This design comes from an exercise in tuning for small area and a short achievable clock period on the open sky130 flow, not from production work. Only simulation tests tie the RTL to the original design; equivalence was not proved. No activity file was given, so power comes from the tool's default toggle rates.

==> flow/design.v, too long to show whole: its modules and the start of the top module <==
// module fir_filter: 1673 lines
module fir_filter (
    input  logic        clk,
    input  logic        reset,
    input  logic [15:0] data_in,
    output logic [15:0] data_out
);
  // ...
==> flow/flow/run.sh <==
#!/bin/bash
# Own layout flow: the standard ORFS flow (standard.sh), with two changes:
#  - synthesis skips the fine-grained 'abc -fast' pre-mapping (see below), and after it
#    has written the netlist, flow/fixinv.py removes the inverters Yosys leaves around full adders
#    (a full adder is self-dual, so complementing all its pins keeps its function);
#    registers are not touched;
#  - extra ORFS settings exported from flow/env.sh (port buffer cell etc.).
# Each tool's output goes to a log file in this folder (ORFS keeps its own per-step
# logs under orfs/logs).
set -euo pipefail
HERE=$(pwd)
# The standard flow's synthesis script, with Yosys's fine-grained 'abc -fast' pre-mapping skipped
# (-noabc), so the explicit full adders of the RTL reach extract_fa as written; the
# final ABC mapping of synth.tcl still runs. Registers are mapped exactly as before.
sed '1s/yosys synth -nofsm -noshare/yosys synth -nofsm -noshare -noabc/' synth_recipe.tcl > my_synth.tcl
grep -q -- '-noabc' my_synth.tcl
cat >> my_synth.tcl <<EOS
exec python3 $HERE/flow/fixinv.py \$::env(RESULTS_DIR)/1_2_yosys.v \$::env(RESULTS_DIR)/1_2_yosys.v 2> $HERE/fixinv.log
EOS
sed "s#SYNTH_SCRIPT=[^ ]*#SYNTH_SCRIPT=$HERE/my_synth.tcl#" standard.sh > my_standard.sh
if [[ -f flow/env.sh ]]; then source flow/env.sh; fi
bash my_standard.sh > flow_make.log 2>&1
==> flow/flow/env.sh <==
export BUFFER_PORTS_ARGS="-buffer_cell sky130_fd_sc_hd__buf_2"
==> flow/flow/fixinv.py <==
#!/usr/bin/env python3
"""Remove inverters around full adders in a flat gate-level netlist written by Yosys.
A full adder is self-dual: FA(~a,~b,~c) = (~sum, ~cout). Each full adder may be
'flipped' (its inputs and outputs complemented); flips are chosen greedily to
minimise the number of inverters, which are then rebuilt (one per net that needs
its complement)."""
import re, sys

INV = re.compile(r'sky130_fd_sc_hd__(inv|clkinv)_\d+$')
FA = re.compile(r'sky130_fd_sc_hd__fa_\d+$')
OUTPINS = {'Y', 'X', 'Q', 'Q_N', 'SUM', 'COUT', 'HI', 'LO'}

def esc(n):
    return n + ' ' if n.startswith('\\') else n

def main(src, dst):
    text = open(src).read()
    m = re.search(r'^\s*module\s', text, re.M)
    # split into statements inside the (single) module
    head_end = text.index(';', m.start()) + 1
    body_end = text.rindex('endmodule')
    head, body, tail = text[:head_end], text[head_end:body_end], text[body_end:]
    stmts = []
    i = 0
    # statements end with ';' ; escaped identifiers may contain anything but whitespace
    tok = re.compile(r'\\\S+\s|[^;\\]+|;|\\')
    cur = ''
    for t in tok.findall(body):
        cur += t
        if t == ';':
            stmts.append(cur); cur = ''
    rest = cur
    inst_re = re.compile(r'^\s*(\S+)\s+(\\\S+\s|\S+)\s*\((.*)\)\s*;\s*$', re.S)
    pin_re = re.compile(r'\.(\w+)\s*\(\s*(\\\S+\s|[^()\s]+(?:\s*\[\s*\d+\s*\])?)\s*\)')
    cells = []
    others = []
    for s in stmts:
        st = s.strip()
        mm = inst_re.match(st)
        if mm and not st.startswith(('wire', 'input', 'output', 'assign', 'reg')):
            typ, name, pins = mm.group(1), mm.group(2).strip(), mm.group(3)
            pl = [(p, n.strip()) for p, n in pin_re.findall(pins)]
            cells.append([typ, name, pl])
        else:
            others.append(s)
    norm = lambda n: re.sub(r'\s+', '', n) if not n.startswith('\\') else n
    # drivers
    drv = {}
    for ci, (typ, name, pl) in enumerate(cells):
        for p, n in pl:
            if p in OUTPINS: drv[norm(n)] = (ci, p)
    inv_cells = [ci for ci, c in enumerate(cells) if INV.match(c[0])]
    inv_set = set(inv_cells)
    # base + parity for every net
    memo = {}
    def base(n):
        n = norm(n)
        if n in memo: return memo[n]
        d = drv.get(n)
        if d and d[0] in inv_set:
            a = dict(cells[d[0]][2])['A']
            b, q = base(a)
            r = (b, q ^ 1)
        else:
            r = (n, 0)
        memo[n] = r
        return r
    fa_cells = [ci for ci, c in enumerate(cells) if FA.match(c[0])]
    fa_idx = {ci: k for k, ci in enumerate(fa_cells)}
    flip = [0] * len(fa_cells)
    # consumers of each base: list of (ci, pin, parity)
    cons = {}
    ports_out = set()
    for s in others:
        mo = re.match(r'\s*output\s+(?:\[(\d+):(\d+)\]\s*)?(\S+)\s*;', s)
        if mo:
            nm = mo.group(3)
            if mo.group(1):
                for k in range(int(mo.group(2)), int(mo.group(1)) + 1): ports_out.add(f"{nm}[{k}]")
            else: ports_out.add(nm)
    for ci, (typ, name, pl) in enumerate(cells):
        if ci in inv_set: continue
        for p, n in pl:
            if p in OUTPINS: continue
            b, q = base(n)
            cons.setdefault(b, []).append((ci, p, q))
    assigns = [s for s in others if s.strip().startswith('assign')]
    for s in assigns:
        ma = re.match(r'\s*assign\s+(.*?)\s*=\s*(.*?)\s*;', s, re.S)
        b, q = base(ma.group(2))
        cons.setdefault(b, []).append((-1, ma.group(1), q))
    for po in ports_out:
        n = norm(po)
        if n in drv and drv[n][0] in inv_set:
            sys.exit("output port driven by an inverter; not handled")
    # nets driven by inverters that feed output ports directly are not handled (checked above)
    def src_flip(b):
        d = drv.get(b)
        if d and d[0] in fa_idx: return flip[fa_idx[d[0]]]
        return 0
    def is_const(b):
        return b in ("1'h0", "1'h1", "1'b0", "1'b1")
    def net_cost(b):
        if is_const(b): return 0
        fs = src_flip(b)
        for ci, p, q in cons.get(b, []):
            fc = flip[fa_idx[ci]] if ci in fa_idx else 0
            if q ^ fc ^ fs: return 1
        return 0
    # nets touched by each FA
    fa_nets = {}
    for ci in fa_cells:
        ns = set()
        for p, n in cells[ci][2]:
            ns.add(base(n)[0])
        fa_nets[ci] = ns
    def total():
        return sum(net_cost(b) for b in cons)
    before = sum(1 for b in cons if any(q for _, _, q in cons[b]) and not is_const(b))
    improved = True
    it = 0
    while improved and it < 50:
        improved = False; it += 1
        for ci in fa_cells:
            k = fa_idx[ci]
            c0 = sum(net_cost(b) for b in fa_nets[ci])
            flip[k] ^= 1
            c1 = sum(net_cost(b) for b in fa_nets[ci])
            if c1 < c0: improved = True
            else: flip[k] ^= 1
    after = total()
    # rebuild
    newinv = {}
    ninv = 0
    def inv_of(b):
        nonlocal ninv
        if b not in newinv:
            ninv += 1
            newinv[b] = f"_fixinv_{ninv}_"
        return newinv[b]
    out_cells = []
    for ci, (typ, name, pl) in enumerate(cells):
        if ci in inv_set: continue
        fc = flip[fa_idx[ci]] if ci in fa_idx else 0
        npl = []
        for p, n in pl:
            if p in OUTPINS:
                npl.append((p, n)); continue
            b, q = base(n)
            need = q ^ fc ^ src_flip(b)
            if is_const(b):
                v = b[-1] == '1'
                val = v ^ (q ^ fc)
                npl.append((p, "1'h1" if val else "1'h0"))
            elif need:
                npl.append((p, inv_of(b)))
            else:
                npl.append((p, b))
        out_cells.append((typ, name, npl))
    new_assigns = []
    for s in assigns:
        ma = re.match(r'\s*assign\s+(.*?)\s*=\s*(.*?)\s*;', s, re.S)
        b, q = base(ma.group(2))
        need = q ^ src_flip(b)
        if is_const(b):
            v = (b[-1] == '1') ^ q
            new_assigns.append(f"  assign {ma.group(1)} = {'1' if v else '0'}'h{'1' if v else '0'};\n")
        else:
            new_assigns.append(f"  assign {ma.group(1)} = {inv_of(b) if need else esc(b)};\n")
    lines = [head]
    for s in others:
        if s.strip().startswith('assign'): continue
        lines.append(s)
    for b, w in newinv.items():
        lines.append(f"\n  wire {w};")
    k = 0
    for b, w in newinv.items():
        k += 1
        lines.append(f"\n  sky130_fd_sc_hd__inv_1 _fixinv_cell_{k}_ ( .A({esc(b)}), .Y({w}) );")
    for typ, name, pl in out_cells:
        lines.append(f"\n  {typ} {name} ( " + ", ".join(f".{p}({n if not n.startswith(chr(92)) else n + ' '})" for p, n in pl) + " );")
    lines.append("\n" + "".join(new_assigns))
    lines.append(rest)
    lines.append(tail)
    open(dst, 'w').write("".join(lines))
    sys.stderr.write(f"fixinv: {len(inv_cells)} inverters before, {len(newinv)} after, {sum(flip)} of {len(fa_cells)} full adders flipped\n")

main(sys.argv[1], sys.argv[2])
==> flow/standard.sh <==
#!/bin/bash
# synth_recipe.tcl (not shown) runs the flow's synth.tcl, then flattens the netlist and writes it again
# the make line also repeats each setting of config.mk as NAME=value (left out here)
make -C /OpenROAD-flow-scripts/flow DESIGN_CONFIG=/design/flow/config.mk WORK_HOME=/design/flow/orfs CLKGATE_MAP_FILE= SYNTH_SCRIPT=/design/flow/synth_recipe.tcl "${@:-finish}"
==> flow/config.mk <==
export PLATFORM = sky130hd
export DESIGN_NAME = fir_filter
export DESIGN_NICKNAME = fir_filter
export VERILOG_FILES = /design/flow/design.v
export SDC_FILE = /design/flow/constraint.sdc
export NUM_CORES = 4
export LEC_CHECK = 0
export CAP_MARGIN = 20
export CORE_MARGIN = 2
export CORE_UTILIZATION = 40
export CTS_CLUSTER_DIAMETER = 120
export CTS_CLUSTER_SIZE = 30
export SETUP_SLACK_MARGIN = 4.3
export SLEW_MARGIN = 20
==> flow/constraint.sdc <==
create_clock -name core_clock -period 7.0 [get_ports {clk}]
set_input_delay 1.4000 -clock core_clock [delete_from_list [all_inputs] [get_ports {clk}]]
set_output_delay 1.4000 -clock core_clock [all_outputs]
set_load 0.01 [all_outputs]
==> flow_summary.json, run 1 <==
{
  "hold_depth": 0,
  "final_cell_mix": "fa_1, dfrtp_1, ha_1",
  "die_h_um": 240,
  "vias": 10241,
  "grt_pass1_wl_um": 72700,
  "power.density_mw_per_mm2": 526,
  "drc": 0,
  "gp_congestion": 0.883,
  "dp.cells": 2076,
  "place_ws_ns": 3.72,
  "portBuffers": 33,
  "tns_ns": 0,
  "insertion_delay_ns": 0.54,
  "largest_reg_flops": 144,
  "stdcell_area_mm2": 0.0247,
  "cts_buffers": 17,
  "pwr-share-clk": 0.091,
  "cp.arrival_ns": 3.25,
  "status": "finished clean",
  "p_leak_nw": 10.6,
  "hold_end": "x9h[7]$_DFF_PP0_",
  "combinationalPower_mw": 7.73,
  "switching_share": 0.413,
  "final_util": 0.449,
  "hold_ws_ns": 0.356,
  "max_cap_viol_count": 0
}
==> run 2: changes to the inputs <==
--- a/flow/design.v
+++ b/flow/design.v
@@ -6,17 +6,17 @@
 );
 logic [15:0] x[8:0];
 logic [16:0] p1, p2, p3, p4;
 logic [8:0] p0lo;
 logic [7:0] x9h;
 wire [8:0] p0hi;
 wire [16:0] p0 = {p0hi, p0lo[7:0]};
 logic [112:0] s0;
-logic [47:0] s1;
+logic [44:0] s1;
 wire pa1_g0_0 = x[0][0] & x[7][0];
 wire pa1_p0 = x[0][0] ^ x[7][0];
 wire pa1_g1_0 = x[0][1] & x[7][1];
 wire pa1_p1 = x[0][1] ^ x[7][1];
 wire pa1_g2_0 = x[0][2] & x[7][2];
 wire pa1_p2 = x[0][2] ^ x[7][2];
 wire pa1_g3_0 = x[0][3] & x[7][3];
 wire pa1_p3 = x[0][3] ^ x[7][3];
@@ -1352,18 +1352,18 @@
 wire w789 = s0[60] ^ s0[61] ^ s0[62];
 wire w790 = (s0[60] & s0[61]) | (s0[60] & s0[62]) | (s0[61] & s0[62]);
 wire w791 = s0[63] ^ s0[64] ^ s0[65];
 wire w792 = (s0[63] & s0[64]) | (s0[63] & s0[65]) | (s0[64] & s0[65]);
 wire w793 = s0[66] ^ w782 ^ w784;
 wire w794 = (s0[66] & w782) | (s0[66] & w784) | (w782 & w784);
 wire w795 = w789 ^ w791 ^ w786;
 wire w796 = (w789 & w791) | (w789 & w786) | (w791 & w786);
-wire w797 = w793 ^ w788;
-wire w798 = w793 & w788;
+wire w797 = w793 ^ w788 ^ w795;
+wire w798 = (w793 & w788) | (w793 & w795) | (w788 & w795);
 wire w799 = s0[67] ^ s0[68] ^ s0[69];
 wire w800 = (s0[67] & s0[68]) | (s0[67] & s0[69]) | (s0[68] & s0[69]);
 wire w801 = s0[70] ^ s0[71] ^ w790;
 wire w802 = (s0[70] & s0[71]) | (s0[70] & w790) | (s0[71] & w790);
 wire w803 = w792 ^ w799 ^ w794;
 wire w804 = (w792 & w799) | (w792 & w794) | (w799 & w794);
 wire w805 = w801 ^ w796 ^ w803;
 wire w806 = (w801 & w796) | (w801 & w803) | (w796 & w803);
@@ -1376,108 +1376,78 @@
 wire w813 = w802 ^ w811 ^ w804;
 wire w814 = (w802 & w811) | (w802 & w804) | (w811 & w804);
 wire w815 = s0[78] ^ s0[79] ^ s0[80];
 wire w816 = (s0[78] & s0[79]) | (s0[78] & s0[80]) | (s0[79] & s0[80]);
 wire w817 = s0[81] ^ s0[82] ^ w808;
 wire w818 = (s0[81] & s0[82]) | (s0[81] & w808) | (s0[82] & w808);
 wire w819 = w810 ^ w815 ^ w812;
 wire w820 = (w810 & w815) | (w810 & w812) | (w815 & w812);
-wire w821 = w817 ^ w819;
-wire w822 = w817 & w819;
-wire w823 = s0[83] ^ s0[84] ^ s0[85];
-wire w824 = (s0[83] & s0[84]) | (s0[83] & s0[85]) | (s0[84] & s0[85]);
-wire w825 = s0[86] ^ s0[87] ^ w816;
-wire w826 = (s0[86] & s0[87]) | (s0[86] & w816) | (s0[87] & w816);
-wire w827 = w823 ^ w818 ^ w825;
-wire w828 = (w823 & w818) | (w823 & w825) | (w818 & w825);
-wire w829 = w820 ^ w827;
-wire w830 = w820 & w827;
-wire w831 = s0[88] ^ s0[89] ^ s0[90];
-wire w832 = (s0[88] & s0[89]) | (s0[88] & s0[90]) | (s0[89] & s0[90]);
-wire w833 = s0[91] ^ s0[92] ^ w824;
-wire w834 = (s0[91] & s0[92]) | (s0[91] & w824) | (s0[92] & w824);
-wire w835 = w831 ^ w826 ^ w833;
-wire w836 = (w831 & w826) | (w831 & w833) | (w826 & w833);
-wire w837 = w828 ^ w835;
-wire w838 = w828 & w835;
-wire w839 = s0[93] ^ s0[94] ^ s0[95];
-wire w840 = (s0[93] & s0[94]) | (s0[93] & s0[95]) | (s0[94] & s0[95]);
-wire w841 = w832 ^ w839 ^ w834;
-wire w842 = (w832 & w839) | (w832 & w834) | (w839 & w834);
-wire w843 = w836 ^ w841;
-wire w844 = w836 & w841;
-wire w845 = s0[96] ^ s0[97] ^ s0[98];
-wire w846 = (s0[96] & s0[97]) | (s0[96] & s0[98]) | (s0[97] & s0[98]);
-wire w847 = s0[99] ^ w840 ^ w845;
-wire w848 = (s0[99] & w840) | (s0[99] & w845) | (w840 & w845);
-wire w849 = w847 ^ w842;
-wire w850 = w847 & w842;
-wire w851 = s0[100] ^ s0[101] ^ s0[102];
-wire w852 = (s0[100] & s0[101]) | (s0[100] & s0[102]) | (s0[101] & s0[102]);
-wire w853 = s0[103] ^ w846 ^ w851;
-wire w854 = (s0[103] & w846) | (s0[103] & w851) | (w846 & w851);
-wire w855 = w848 ^ w853;
-wire w856 = w848 & w853;
-wire w857 = s0[104] ^ s0[105] ^ w852;
-wire w858 = (s0[104] & s0[105]) | (s0[104] & w852) | (s0[105] & w852);
-wire w859 = w854 ^ w857;
-wire w860 = w854 & w857;
-wire w861 = s0[106] ^ s0[107] ^ w858;
-wire w862 = (s0[106] & s0[107]) | (s0[106] & w858) | (s0[107] & w858);
-wire w863 = s0[108] ^ s0[109];
-wire w864 = s0[108] & s0[109];
-wire w865 = s0[110] ^ s0[111];
-wire w866 = s0[110] & s0[111];
-wire w867 = 1'b1 ^ s0[112];
-wire w868 = 1'b1 & s0[112];
-wire w869 = s1[0] ^ s1[1] ^ s1[2];
-wire w870 = (s1[0] & s1[1]) | (s1[0] & s1[2]) | (s1[1] & s1[2]);
-wire w871 = s1[6] ^ s1[7] ^ s1[8];
-wire w872 = (s1[6] & s1[7]) | (s1[6] & s1[8]) | (s1[7] & s1[8]);
-wire w873 = s1[10] ^ s1[11] ^ s1[12];
-wire w874 = (s1[10] & s1[11]) | (s1[10] & s1[12]) | (s1[11] & s1[12]);
-wire w875 = s1[14] ^ s1[15] ^ s1[16];
-wire w876 = (s1[14] & s1[15]) | (s1[14] & s1[16]) | (s1[15] & s1[16]);
-wire w877 = s1[17] ^ s1[18];
-wire w878 = s1[17] & s1[18];
-wire w879 = s1[19] ^ s1[20];
-wire w880 = s1[19] & s1[20];
-wire w881 = s1[21] ^ s1[22];
-wire w882 = s1[21] & s1[22];
-wire w883 = s1[23] ^ s1[24];
-wire w884 = s1[23] & s1[24];
-wire w885 = s1[25] ^ s1[26];
-wire w886 = s1[25] & s1[26];
-wire w887 = s1[27] ^ s1[28];
-wire w888 = s1[27] & s1[28];
-wire w889 = s1[29] ^ s1[30];
-wire w890 = s1[29] & s1[30];
-wire w891 = s1[31] ^ s1[32];
-wire w892 = s1[31] & s1[32];
-wire w893 = s1[33] ^ s1[34];
-wire w894 = s1[33] & s1[34];
-wire w895 = s1[35] ^ s1[36];
-wire w896 = s1[35] & s1[36];
-wire w897 = s1[37] ^ s1[38];
-wire w898 = s1[37] & s1[38];
-wire w899 = s1[39] ^ s1[40];
-wire w900 = s1[39] & s1[40];
-wire w901 = s1[41] ^ s1[42];
-wire w902 = s1[41] & s1[42];
-wire w903 = s1[43] ^ s1[44];
-wire w904 = s1[43] & s1[44];
-wire w905 = s1[45] ^ s1[46];
-wire w906 = s1[45] & s1[46];
-wire w907 = 1'b1 ^ s1[47];
-wire w908 = 1'b1 & s1[47];
+wire w821 = s0[83] ^ s0[84] ^ s0[85];
+wire w822 = (s0[83] & s0[84]) | (s0[83] & s0[85]) | (s0[84] & s0[85]);
+wire w823 = s0[86] ^ s0[87] ^ w816;
+wire w824 = (s0[86] & s0[87]) | (s0[86] & w816) | (s0[87] & w816);
+wire w825 = w821 ^ w818 ^ w823;
+wire w826 = (w821 & w818) | (w821 & w823) | (w818 & w823);
+wire w827 = s0[88] ^ s0[89] ^ s0[90];
+wire w828 = (s0[88] & s0[89]) | (s0[88] & s0[90]) | (s0[89] & s0[90]);
+wire w829 = s0[91] ^ s0[92] ^ w822;
+wire w830 = (s0[91] & s0[92]) | (s0[91] & w822) | (s0[92] & w822);
+wire w831 = w827 ^ w824 ^ w829;
+wire w832 = (w827 & w824) | (w827 & w829) | (w824 & w829);
+wire w833 = s0[93] ^ s0[94] ^ s0[95];
+wire w834 = (s0[93] & s0[94]) | (s0[93] & s0[95]) | (s0[94] & s0[95]);
+wire w835 = w828 ^ w833 ^ w830;
+wire w836 = (w828 & w833) | (w828 & w830) | (w833 & w830);
+wire w837 = s0[96] ^ s0[97] ^ s0[98];
+wire w838 = (s0[96] & s0[97]) | (s0[96] & s0[98]) | (s0[97] & s0[98]);
+wire w839 = s0[99] ^ w834 ^ w837;
+wire w840 = (s0[99] & w834) | (s0[99] & w837) | (w834 & w837);
+wire w841 = s0[100] ^ s0[101] ^ s0[102];
+wire w842 = (s0[100] & s0[101]) | (s0[100] & s0[102]) | (s0[101] & s0[102]);
+wire w843 = s0[103] ^ w838 ^ w841;
+wire w844 = (s0[103] & w838) | (s0[103] & w841) | (w838 & w841);
+wire w845 = s0[104] ^ s0[105] ^ w842;
+wire w846 = (s0[104] & s0[105]) | (s0[104] & w842) | (s0[105] & w842);
+wire w847 = s0[106] ^ s0[107] ^ w846;
+wire w848 = (s0[106] & s0[107]) | (s0[106] & w846) | (s0[107] & w846);
+wire w849 = s0[108] ^ s0[109] ^ w848;
+wire w850 = (s0[108] & s0[109]) | (s0[108] & w848) | (s0[109] & w848);
+wire w851 = s1[0] ^ s1[1];
+wire w852 = s1[0] & s1[1];
+wire w853 = s1[6] ^ s1[7];
+wire w854 = s1[6] & s1[7];
+wire w855 = s1[10] ^ s1[11];
+wire w856 = s1[10] & s1[11];
+wire w857 = s1[14] ^ s1[15];
+wire w858 = s1[14] & s1[15];
+wire w859 = s1[17] ^ s1[18];
+wire w860 = s1[17] & s1[18];
+wire w861 = s1[24] ^ s1[25];
+wire w862 = s1[24] & s1[25];
+wire w863 = s1[27] ^ s1[28];
+wire w864 = s1[27] & s1[28];
+wire w865 = s1[29] ^ s1[30];
+wire w866 = s1[29] & s1[30];
+wire w867 = s1[31] ^ s1[32];
+wire w868 = s1[31] & s1[32];
+wire w869 = s1[33] ^ s1[34];
+wire w870 = s1[33] & s1[34];
+wire w871 = s1[35] ^ s1[36];
+wire w872 = s1[35] & s1[36];
+wire w873 = s1[37] ^ s1[38];
+wire w874 = s1[37] & s1[38];
+wire w875 = s1[41] ^ s1[42];
+wire w876 = s1[41] & s1[42];
+wire w877 = 1'b1 ^ s1[44];
+wire w878 = 1'b1 & s1[44];
 wire [112:0] s0_d = {w716, w714, w715, w710, w713, w709, w704, w703, w694, w693, w682, w691, w680, w681, w666, w664, w679, w665, w648, w663, w647, w628, w626, w645, w643, w627, w625, w602, w600, w623, w601, w599, w574, w572, w570, w542, w573, w571, w569, w540, w538, w541, w539, w537, w504, w502, w464, w503, w501, w462, w460, w499, w458, w463, w461, w459, w420, w418, w416, w374, w419, w417, w415, w372, w370, w368, w373, w328, w371, w369, w326, w324, w327, w325, w323, w284, w282, w283, w281, w242, w240, w279, w204, w241, w239, w202, w200, w237, w203, w201, w168, w138, w167, w136, w165, w163, w137, w135, w110, w109, w88, w107, w68, w87, w66, w85, w67, w50, w49, w36, w24, w35, w22};
-wire [47:0] s1_d = {w868, w867, w866, w865, w864, w862, w863, w861, w860, w859, w856, w850, w855, w849, w844, w843, w838, w837, w830, w829, w822, w814, w821, w813, w806, w805, w798, w797, w795, w787, w780, w772, w779, w777, w771, w758, w763, w756, w757, w744, w742, w749, w743, w737, w731, w726, w727, w724};
-wire [23:0] fa_ = {w906, w904, w902, w900, w898, w896, w894, w892, w890, w888, w886, w884, w882, w880, w878, w877, w875, s1[13], w873, s1[9], w871, s1[5], s1[4], s1[3]};
-wire [23:0] fb_ = {w907, w905, w903, w901, w899, w897, w895, w893, w891, w889, w887, w885, w883, w881, w879, w876, 1'b0, w874, 1'b0, w872, 1'b0, 1'b0, 1'b0, w870};
+wire [44:0] s1_d = {s0[112], w850, s0[111], s0[110], w849, w847, w845, w844, w843, w840, w836, w839, w835, w832, w831, w826, w825, w820, w814, w819, w817, w813, w806, w805, w798, w797, w787, w780, w772, w779, w777, w771, w758, w763, w756, w757, w744, w742, w749, w743, w737, w731, w726, w727, w724};
+wire [24:0] fa_ = {1'b1, w876, s1[43], s1[40], s1[39], w872, w870, w868, w866, w864, w862, s1[26], s1[22], s1[20], s1[19], w858, s1[16], s1[13], s1[12], s1[9], s1[8], s1[5], s1[4], s1[3], s1[2]};
+wire [24:0] fb_ = {w878, w877, w875, 1'b0, w874, w873, w871, w869, w867, w865, w863, w861, s1[23], s1[21], w860, w859, w857, w856, w855, w854, w853, 1'b0, 1'b0, w852, w851};
 wire fz_g0_0 = fa_[0] & fb_[0];
 wire fz_p0 = fa_[0] ^ fb_[0];
 wire fz_g1_0 = fa_[1] & fb_[1];
 wire fz_p1 = fa_[1] ^ fb_[1];
 wire fz_g2_0 = fa_[2] & fb_[2];
 wire fz_p2 = fa_[2] ^ fb_[2];
 wire fz_g3_0 = fa_[3] & fb_[3];
 wire fz_p3 = fa_[3] ^ fb_[3];
@@ -1516,16 +1486,18 @@
 wire fz_g20_0 = fa_[20] & fb_[20];
 wire fz_p20 = fa_[20] ^ fb_[20];
 wire fz_g21_0 = fa_[21] & fb_[21];
 wire fz_p21 = fa_[21] ^ fb_[21];
 wire fz_g22_0 = fa_[22] & fb_[22];
 wire fz_p22 = fa_[22] ^ fb_[22];
 wire fz_g23_0 = fa_[23] & fb_[23];
 wire fz_p23 = fa_[23] ^ fb_[23];
+wire fz_g24_0 = fa_[24] & fb_[24];
+wire fz_p24 = fa_[24] ^ fb_[24];
 wire fz_G1 = fz_g1_0 | (fz_p1 & fz_g0_0);
 wire fz_P1 = fz_p1 & fz_p0;
 wire fz_G2 = fz_g3_0 | (fz_p3 & fz_g2_0);
 wire fz_P2 = fz_p3 & fz_p2;
 wire fz_G3 = fz_g5_0 | (fz_p5 & fz_g4_0);
 wire fz_P3 = fz_p5 & fz_p4;
 wire fz_G4 = fz_g7_0 | (fz_p7 & fz_g6_0);
 wire fz_P4 = fz_p7 & fz_p6;
@@ -1604,70 +1576,77 @@
 wire fz_G41 = fz_G29 | (fz_P29 & fz_G28);
 wire fz_P41 = fz_P29 & fz_P28;
 wire fz_G42 = fz_G30 | (fz_P30 & fz_G28);
 wire fz_P42 = fz_P30 & fz_P28;
 wire fz_G43 = fz_G31 | (fz_P31 & fz_G28);
 wire fz_P43 = fz_P31 & fz_P28;
 wire fz_G44 = fz_G32 | (fz_P32 & fz_G28);
 wire fz_P44 = fz_P32 & fz_P28;
-wire fz_G45 = fz_g16_0 | (fz_p16 & fz_G44);
-wire fz_P45 = fz_p16 & fz_P44;
-wire fz_G46 = fz_G9 | (fz_P9 & fz_G44);
-wire fz_P46 = fz_P9 & fz_P44;
-wire fz_G47 = fz_G21 | (fz_P21 & fz_G44);
-wire fz_P47 = fz_P21 & fz_P44;
-wire fz_G48 = fz_G22 | (fz_P22 & fz_G44);
-wire fz_P48 = fz_P22 & fz_P44;
-wire fz_G49 = fz_G33 | (fz_P33 & fz_G44);
-wire fz_P49 = fz_P33 & fz_P44;
-wire fz_G50 = fz_G34 | (fz_P34 & fz_G44);
-wire fz_P50 = fz_P34 & fz_P44;
-wire fz_G51 = fz_G35 | (fz_P35 & fz_G44);
-wire fz_P51 = fz_P35 & fz_P44;
-wire fz_G52 = fz_G36 | (fz_P36 & fz_G44);
-wire fz_P52 = fz_P36 & fz_P44;
+wire fz_G45 = fz_g24_0 | (fz_p24 & fz_G36);
+wire fz_P45 = fz_p24 & fz_P36;
+wire fz_G46 = fz_g16_0 | (fz_p16 & fz_G44);
+wire fz_P46 = fz_p16 & fz_P44;
+wire fz_G47 = fz_G9 | (fz_P9 & fz_G44);
+wire fz_P47 = fz_P9 & fz_P44;
+wire fz_G48 = fz_G21 | (fz_P21 & fz_G44);
+wire fz_P48 = fz_P21 & fz_P44;
+wire fz_G49 = fz_G22 | (fz_P22 & fz_G44);
+wire fz_P49 = fz_P22 & fz_P44;
+wire fz_G50 = fz_G33 | (fz_P33 & fz_G44);
+wire fz_P50 = fz_P33 & fz_P44;
+wire fz_G51 = fz_G34 | (fz_P34 & fz_G44);
+wire fz_P51 = fz_P34 & fz_P44;
+wire fz_G52 = fz_G35 | (fz_P35 & fz_G44);
+wire fz_P52 = fz_P35 & fz_P44;
+wire fz_G53 = fz_G36 | (fz_P36 & fz_G44);
+wire fz_P53 = fz_P36 & fz_P44;
+wire fz_G54 = fz_G45 | (fz_P45 & fz_G44);
+wire fz_P54 = fz_P45 & fz_P44;
 wire fz_s1 = fz_p1 ^ fz_g0_0;
 wire fz_s2 = fz_p2 ^ fz_G1;
 wire fz_s3 = fz_p3 ^ fz_G13;
 wire fz_s4 = fz_p4 ^ fz_G14;
 wire fz_s5 = fz_p5 ^ fz_G25;
 wire fz_s6 = fz_p6 ^ fz_G26;
 wire fz_s7 = fz_p7 ^ fz_G27;
 wire fz_s8 = fz_p8 ^ fz_G28;
 wire fz_s9 = fz_p9 ^ fz_G37;
 wire fz_s10 = fz_p10 ^ fz_G38;
 wire fz_s11 = fz_p11 ^ fz_G39;
 wire fz_s12 = fz_p12 ^ fz_G40;
 wire fz_s13 = fz_p13 ^ fz_G41;
 wire fz_s14 = fz_p14 ^ fz_G42;
 wire fz_s15 = fz_p15 ^ fz_G43;
 wire fz_s16 = fz_p16 ^ fz_G44;
-wire fz_s17 = fz_p17 ^ fz_G45;
-wire fz_s18 = fz_p18 ^ fz_G46;
-wire fz_s19 = fz_p19 ^ fz_G47;
-wire fz_s20 = fz_p20 ^ fz_G48;
-wire fz_s21 = fz_p21 ^ fz_G49;
-wire fz_s22 = fz_p22 ^ fz_G50;
-wire fz_s23 = fz_p23 ^ fz_G51;
-wire [23:0] tot = {fz_s23, fz_s22, fz_s21, fz_s20, fz_s19, fz_s18, fz_s17, fz_s16, fz_s15, fz_s14, fz_s13, fz_s12, fz_s11, fz_s10, fz_s9, fz_s8, fz_s7, fz_s6, fz_s5, fz_s4, fz_s3, fz_s2, fz_s1, fz_p0};
+wire fz_s17 = fz_p17 ^ fz_G46;
+wire fz_s18 = fz_p18 ^ fz_G47;
+wire fz_s19 = fz_p19 ^ fz_G48;
+wire fz_s20 = fz_p20 ^ fz_G49;
+wire fz_s21 = fz_p21 ^ fz_G50;
+wire fz_s22 = fz_p22 ^ fz_G51;
+wire fz_s23 = fz_p23 ^ fz_G52;
+wire fz_s24 = fz_p24 ^ fz_G53;
+wire [24:0] tot = {fz_s24, fz_s23, fz_s22, fz_s21, fz_s20, fz_s19, fz_s18, fz_s17, fz_s16, fz_s15, fz_s14, fz_s13, fz_s12, fz_s11, fz_s10, fz_s9, fz_s8, fz_s7, fz_s6, fz_s5, fz_s4, fz_s3, fz_s2, fz_s1, fz_p0};
+logic [2:0] vld;
 always_ff @(posedge clk or posedge reset) begin
     if (reset) begin
         for (int i = 0; i < 9; i++) x[i] <= '0;
-        p0lo <= '0; x9h <= '0; p1 <= '0; p2 <= '0; p3 <= '0; p4 <= '0;
-        s0 <= 113'h5510b26900d0065030e14081cc36;
-        s1 <= 48'h534d5354ea7e;
+        vld <= '0;
         data_out <= '0;
     end else begin
         x[0] <= data_in;
         for (int i = 1; i < 9; i++) x[i] <= x[i-1];
+        vld <= {vld[1:0], 1'b1};
+        data_out <= vld[2] ? tot[24:9] : 16'd0;
+    end
+end
+always_ff @(posedge clk) begin
         p0lo <= p0lo_d;
         x9h <= x[8][15:8];
         p1 <= p1_d;
         p2 <= p2_d;
         p3 <= p3_d;
         p4 <= p4_d;
         s0 <= s0_d;
         s1 <= s1_d;
-        data_out <= tot[23:8];
-    end
 end
 endmodule
==> flow/config.mk (replaced) <==
export PLATFORM = sky130hd
export DESIGN_NAME = fir_filter
export DESIGN_NICKNAME = fir_filter
export VERILOG_FILES = /design/flow/design.v
export SDC_FILE = /design/flow/constraint.sdc
export NUM_CORES = 4
export LEC_CHECK = 0
export CAP_MARGIN = 20
export CORE_MARGIN = 2
export CORE_UTILIZATION = 60
export CTS_CLUSTER_DIAMETER = 120
export CTS_CLUSTER_SIZE = 30
export PLACE_DENSITY = 0.7
export SETUP_SLACK_MARGIN = 4.45
export SLEW_MARGIN = 20
==> flow_summary.json, run 2 <==
{
  "top_regs": "x (144), s0 (113), s1 (45)",
  "num_rows": 68,
  "synthCells": 1312,
  "largest_reg_flops": 144,
  "finalHoldViolCount": 0,
  "core_area_mm2": 0.0345,
  "wl_per_cell_um": 23.9,
  "final_cell_mix": "fa_1, dfxtp_1, dfrtp_1",
  "netlist_area_mm2": 0.0209,
  "dp.cells": 1799,
  "drt_iter0_markers": 545,
  "vias_per_cell": 5.40,
  "fin_nets": 1998,
  "cts_tree": "built",
  "fmax_ghz": 0.355,
  "nFillCells": 2292,
  "critical-path-slowest-cell": "dfrtp_1",
  "wl_met1_um": 19600,
  "grt_start_max_net_pins": 164,
  "route.met3.wl_um": 4060,
  "yosys_warnings": 2,
  "max_cap_viol_count": 0,
  "regArea_mm2": 0.00919,
  "path_clk_slew_ns": 0.11,
  "h-tree-depth": 1,
  "crit_chain": "ha_2 -> fa_2 -> a21o_1 -> a21o_1 -> a21o_1 -> o31a_1 -> a21o_1 -> o211a_1 -> o31a_1 -> or2_1",
  "layout_commonest_cell": "fa_1",
  "cp.arrival_ns": 3.24,
  "cts_buffers": 17,
  "numClockSinks": 406,
  "p_leak_nw": 10.1,
  "ant_nets": 0,
  "slew_headroom": 0.403,
  "grt_pass1_wl_um": 70300,
  "die_w_um": 191,
  "tns_ns": 0,
  "final_layout_size_suffix_gt1_frac": 0.270,
  "switching_share": 0.406,
  "cpLargestDelayFamily": "compound AO/OA/AOI/OAI gates",
  "wl_met2_um": 20700,
  "largest-register": "x",
  "dp_hpwl_um": 35000,
  "ir_drop_mv": 0.294,
  "fin_crit_ns": 2.82,
  "drc": 0,
  "vias": 10321,
  "critical_path_peak_fanout": 2,
  "root_buffer": "clkbuf_16",
  "cpPeakStageDelay_ns": 0.42,
  "rsz0062_at_grt": "true",
  "fp.dieArea_mm2": 0.0364,
  "avgSynthCellArea_um2": 15.9,
  "diodes": 0,
  "internal_power_mw": 7.37,
  "track_usage": 0.270,
  "fin_worst_skew_ns": 0.0187,
  "gp_congestion": 0.963,
  "worstHoldPathType": "reg2reg",
  "firstDrtPassIters": 5,
  "tightest_slew_ns": 0.896,
  "fin_crit_sh": 0.402,
  "crit_top_cell": "a21o_1",
  "wirelength_um": 45700,
  "portBuffers": 33,
  "fin_cells": 1910,
  "setup_violations": 0,
  "power.density_mw_per_mm2": 523,
  "insertion_delay_ns": 0.53,
  "required_ns": 7.42,
  "grt-ovfl-total": 0,
  "cp-start-kind": "register",
  "clock_path_buffers": 3,
  "comb_power_share": 0.589,
  "cp.buffers_inverters": 0,
  "initial_core_util": 0.607,
  "drv_slew": 0,
  "p_seq_frac": 0.317,
  "cp-end-kind": "register",
  "area_growth_syn_to_layout_pct": 13.5,
  "p_switching_mw": 5.05,
  "pwr-share-clk": 0.095,
  "die_h_um": 191,
  "syn_nets": 1864,
  "grt_pass1_vias": 11861,
  "top_layer": "met4",
  "crit_type": "reg2reg",
  "multi_input_area_mm2": 0.0122,
  "status": "finished clean",
  "antenna_found_initial": 0,
  "io_pins": 34
}
-- run 2: cell count changes in the layout (fill, tap and decap cells not counted), moves of 33 or more --
cell / previous run / this run
fa_1: 369 / 321
dfxtp_4: 0 / 52
dfxtp_2: 0 / 33
dfxtp_1: 0 / 158
fa_2: 51 / 97
dfrtp_1: 269 / 155
dfrtp_2: 69 / 8
dfstp_2: 63 / 0
-- run 2: per-layer routing --
| layer | global-route usage | up-vias |
|---|---|---|
| met2 | 0.409 | 363 |
| li1 | - | 4409 |
| met1 | 0.390 | 5474 |
| met4 | 0.0644 | 0 |
| met5 | 0 | - |
| met3 | 0.0819 | 75 |
-- run 2: timing repair --
item / 4_1_cts / 5_1_grt
resized for setup: 173 / 141
hold buffers: 0 / 0
setup endpoints to repair: 118 / 103
setup buffers: 43 / 40
pin swaps: 73 / 93
-- run 2: final timing paths --
kind | from | endpoint | slack [ns] | cells after the start
worst max-delay path | x[2][0]$_DFF_PP0_ | p3[16]$_DFF_P_ | 4.18 | 10
worst min-delay path | s0[112]$_DFF_P_ | s1[44]$_DFF_P_ | 0.34 | 0
worst max register to register | x[2][0]$_DFF_PP0_ | p3[16]$_DFF_P_ | 4.18 | 10
worst min register to register | s0[112]$_DFF_P_ | s1[44]$_DFF_P_ | 0.34 | 0
max in group asynchronous | reset | x[0][15]$_DFF_PP0_ | 5.19 | 3
min in group asynchronous | reset | x[2][5]$_DFF_PP0_ | 1.11 | 3
-- run 2: metrics by stage --
stage / setup WS [ns] / power [mW] / util / hold slack (ns) / area (um2)
after global routing: 4.09 / 13.7 / 0.689 / 0.349 / 23700
after floorplan: 3.53 / 8.17 / - / 0.310 / 21000
after global placement: 3.85 / 10.3 / 0.630 / 0.317 / 21700
final: 4.18 / 12.4 / 0.689 / 0.337 / 23700
after CTS: 4.18 / 12.0 / 0.666 / 0.334 / 22900
after detailed placement: 3.83 / 10.6 / 0.630 / 0.315 / 21700
-- run 2: power by group through the flow --
stage / registers, mW / clock network [mW] / logic (mW)
floorplan: 3.70 / 0 / 4.48
CTS: 3.91 / 1.21 / 6.93
detailed placement: 3.94 / 0 / 6.63
global placement: 3.91 / 0 / 6.34
finish: 3.93 / 1.18 / 7.31
global route: 4.02 / 1.30 / 8.42
-- run 2: worst register-to-register path, cell delays in order, from the launching register on --
cell	delay, ns
dfrtp_1	0.42
ha_2	0.20
fa_2	0.37
a21o_1	0.17
a21o_1	0.19
a21o_1	0.18
o31a_1	0.29
a21o_1	0.21
o211a_1	0.23
o31a_1	0.25
or2_1	0.20
-- run 2: layout make-up --
type	count	share of cell area
clock buffers	27	0.0195
clock inverters	1	0.000685
inverters	107	0.0174
multi-input cells	797	0.513
flip-flops and latches	406	0.387
well taps	455	0.0240
repair buffers	117	0.0384
==> run 3: changes to the inputs <==
--- a/flow/config.mk
+++ b/flow/config.mk
@@ -11,5 +11,5 @@
 export CTS_CLUSTER_DIAMETER = 120
 export CTS_CLUSTER_SIZE = 30
 export PLACE_DENSITY = 0.7
-export SETUP_SLACK_MARGIN = 4.45
+export SETUP_SLACK_MARGIN = 4.3
 export SLEW_MARGIN = 20
==> flow_summary.json, run 3 <==
{
  "tightest_slew_ns": 0.748,
  "gp_congestion": 0.972,
  "die_w_um": 191,
  "crit_type": "reg2reg",
  "status": "finished clean",
  "fin_cells": 1858,
  "diodes": 0,
  "h-tree-depth": 1,
  "fin_crit_sh": 0.391,
  "die_h_um": 191,
  "finalHoldViolCount": 0,
  "vias_per_cell": 5.36,
  "drc": 0,
  "switching_share": 0.408,
  "final_layout_size_suffix_gt1_frac": 0.138,
  "wl_per_cell_um": 22.8,
  "netlist_area_mm2": 0.0209,
  "portBuffers": 33,
  "p_seq_frac": 0.329,
  "layout_commonest_cell": "fa_1",
  "p_leak_nw": 9.82,
  "fin_nets": 1945,
  "pwr-share-clk": 0.099,
  "cp.arrival_ns": 3.16,
  "worstHoldPathType": "reg2reg",
  "power.density_mw_per_mm2": 521,
  "critical_path_peak_fanout": 3,
  "root_buffer": "clkbuf_16",
  "avgSynthCellArea_um2": 15.9,
  "grt_start_max_net_pins": 64,
  "grt_pass1_vias": 11334,
  "comb_power_share": 0.572,
  "firstDrtPassIters": 5,
  "numClockSinks": 406,
  "top_regs": "x (144), s0 (113), s1 (45)",
  "slew_headroom": 0.501,
  "area_growth_syn_to_layout_pct": 8.19,
  "regArea_mm2": 0.00906,
  "synthCells": 1312,
  "max_cap_viol_count": 0,
  "cts_buffers": 17,
  "place_ws_ns": 3.79,
  "setup_violations": 0,
  "initial_core_util": 0.607,
  "required_ns": 7.43,
  "final_cell_mix": "fa_1, dfxtp_1, dfrtp_1",
  "rsz0062_at_grt": "true",
  "ant_nets": 0,
  "yosys_warnings": 2,
  "largest_reg_flops": 144,
  "syn_nets": 1864,
  "largest-register": "x",
  "grt-ovfl-total": 0,
  "nFillCells": 2454,
  "hold_ws_ns": 0.339,
  "clock_path_buffers": 3,
  "dp_hpwl_um": 34000,
  "tns_ns": 0,
  "fp.dieArea_mm2": 0.0364,
  "grt_pass1_wl_um": 66200,
  "vias": 9963,
  "core_area_mm2": 0.0345,
  "cp-end-kind": "register",
  "fin_ws_ns": 4.26,
  "internal_power_mw": 6.98,
  "antenna_found_initial": 0,
  "p_switching_mw": 4.81,
  "insertion_delay_ns": 0.53,
  "cts_tree": "built",
  "path_clk_slew_ns": 0.11,
  "fin_worst_skew_ns": 0.0150,
  "fmax_ghz": 0.365,
  "fin_crit_ns": 2.74,
  "io_pins": 34,
  "track_usage": 0.253,
  "num_rows": 68,
  "drv_slew": 0,
  "final_util": 0.657,
  "wirelength_um": 42300,
  "cp-start-kind": "register",
  "multi_input_area_mm2": 0.0117,
  "drt_iter0_markers": 569,
  "dp.cells": 1800,
  "ir_drop_mv": 0.266
}
## run 3: area by class of cell
cell class                 instances  area share
inverter                         107      0.0179
timing repair buffer              64      0.0181
sequential                       406       0.401
clock inverter                     1    0.000719
clock buffer                      28      0.0206
tap                              455      0.0252
multi-input combinational        797       0.517
## run 3: metal layers
metal  up-vias  routed length [um]  track usage
li1       4308                   -            -
met1      5268               18900        0.373
met2       335               18800        0.377
met3        52                3650       0.0734
met4         0                 907       0.0599
met5         -                   0            0
## run 3: worst paths after layout
path | startpoint | endpoint | slack (ns) | depth (start not counted)
worst max-delay path | x[2][0]$_DFF_PP0_ | p3[16]$_DFF_P_ | 4.26 | 10
worst min-delay path | s0[110]$_DFF_P_ | s1[41]$_DFF_P_ | 0.34 | 0
worst max register to register | x[2][0]$_DFF_PP0_ | p3[16]$_DFF_P_ | 4.26 | 10
worst min register to register | s0[110]$_DFF_P_ | s1[41]$_DFF_P_ | 0.34 | 0
max in group asynchronous | reset | x[0][8]$_DFF_PP0_ | 4.82 | 4
min in group asynchronous | reset | x[6][7]$_DFF_PP0_ | 0.84 | 2
## run 3: power groups by stage
stage	clock network [mW]	registers, mW	logic [mW]
finish	1.17	3.88	6.75
global route	1.30	3.96	7.75
CTS	1.21	3.88	6.67
detailed placement	0	3.91	6.62
global placement	0	3.89	6.36
floorplan	0	3.70	4.47
## run 3: through the flow
step | instance area [um2] | power [mW]
after floorplan | 21000 | 8.17
after global placement | 21700 | 10.3
after detailed placement | 21700 | 10.5
after CTS | 22400 | 11.8
after global routing | 22600 | 13.0
final | 22600 | 11.8
## run 3: what timing repair did
item                                    CTS  global route
hold buffers                              0             0
endpoints found under the setup margin   82            51
hold endpoints to repair                  0             0
pin swaps                                14            17
setup buffers                            13            15
gates resized for setup                  66            41
## run 3: critical path, stage by stage (launching register included)
cell and delay (ns):
dfrtp_1 0.40, ha_2 0.19, fa_2 0.35, a21o_1 0.16, a21o_1 0.17, a21o_1 0.18
o31a_1 0.28, a21o_1 0.21, o211a_1 0.24, o31a_1 0.25, or2_1 0.20

==> what the ideal ports hide <==
No port has a modelled driver above. Below, the same layouts with a new extraction and two added sets of constraints.
Step 1: set_driving_cell puts a clkbuf_16 on clk and a buf_2 on each other input, an assumption about the parent block.
Step 2 moves the port delays by t, midway between the first and last clock arrival at a register: inputs arrive t later, outputs are due t later. That takes back most of the time a late clock gives input paths.
a / b / c = no drivers / after step 1 / after step 2; a / b = the first two.
run	shift t [ns]	setup WS [ns]	worst data-port slew with drivers (ns)
run 1	0.583	4.232 / 4.232 / 3.846	0.05
run 2	0.577	4.185 / 4.185 / 3.938	0.04
run 3	0.572	4.263 / 4.263 / 3.829	0.03
After both steps every run listed still meets setup and hold. For run 3, which loses most, drivers alone change the setup slack by 0.000 ns; drivers and shift together by -0.434 ns.
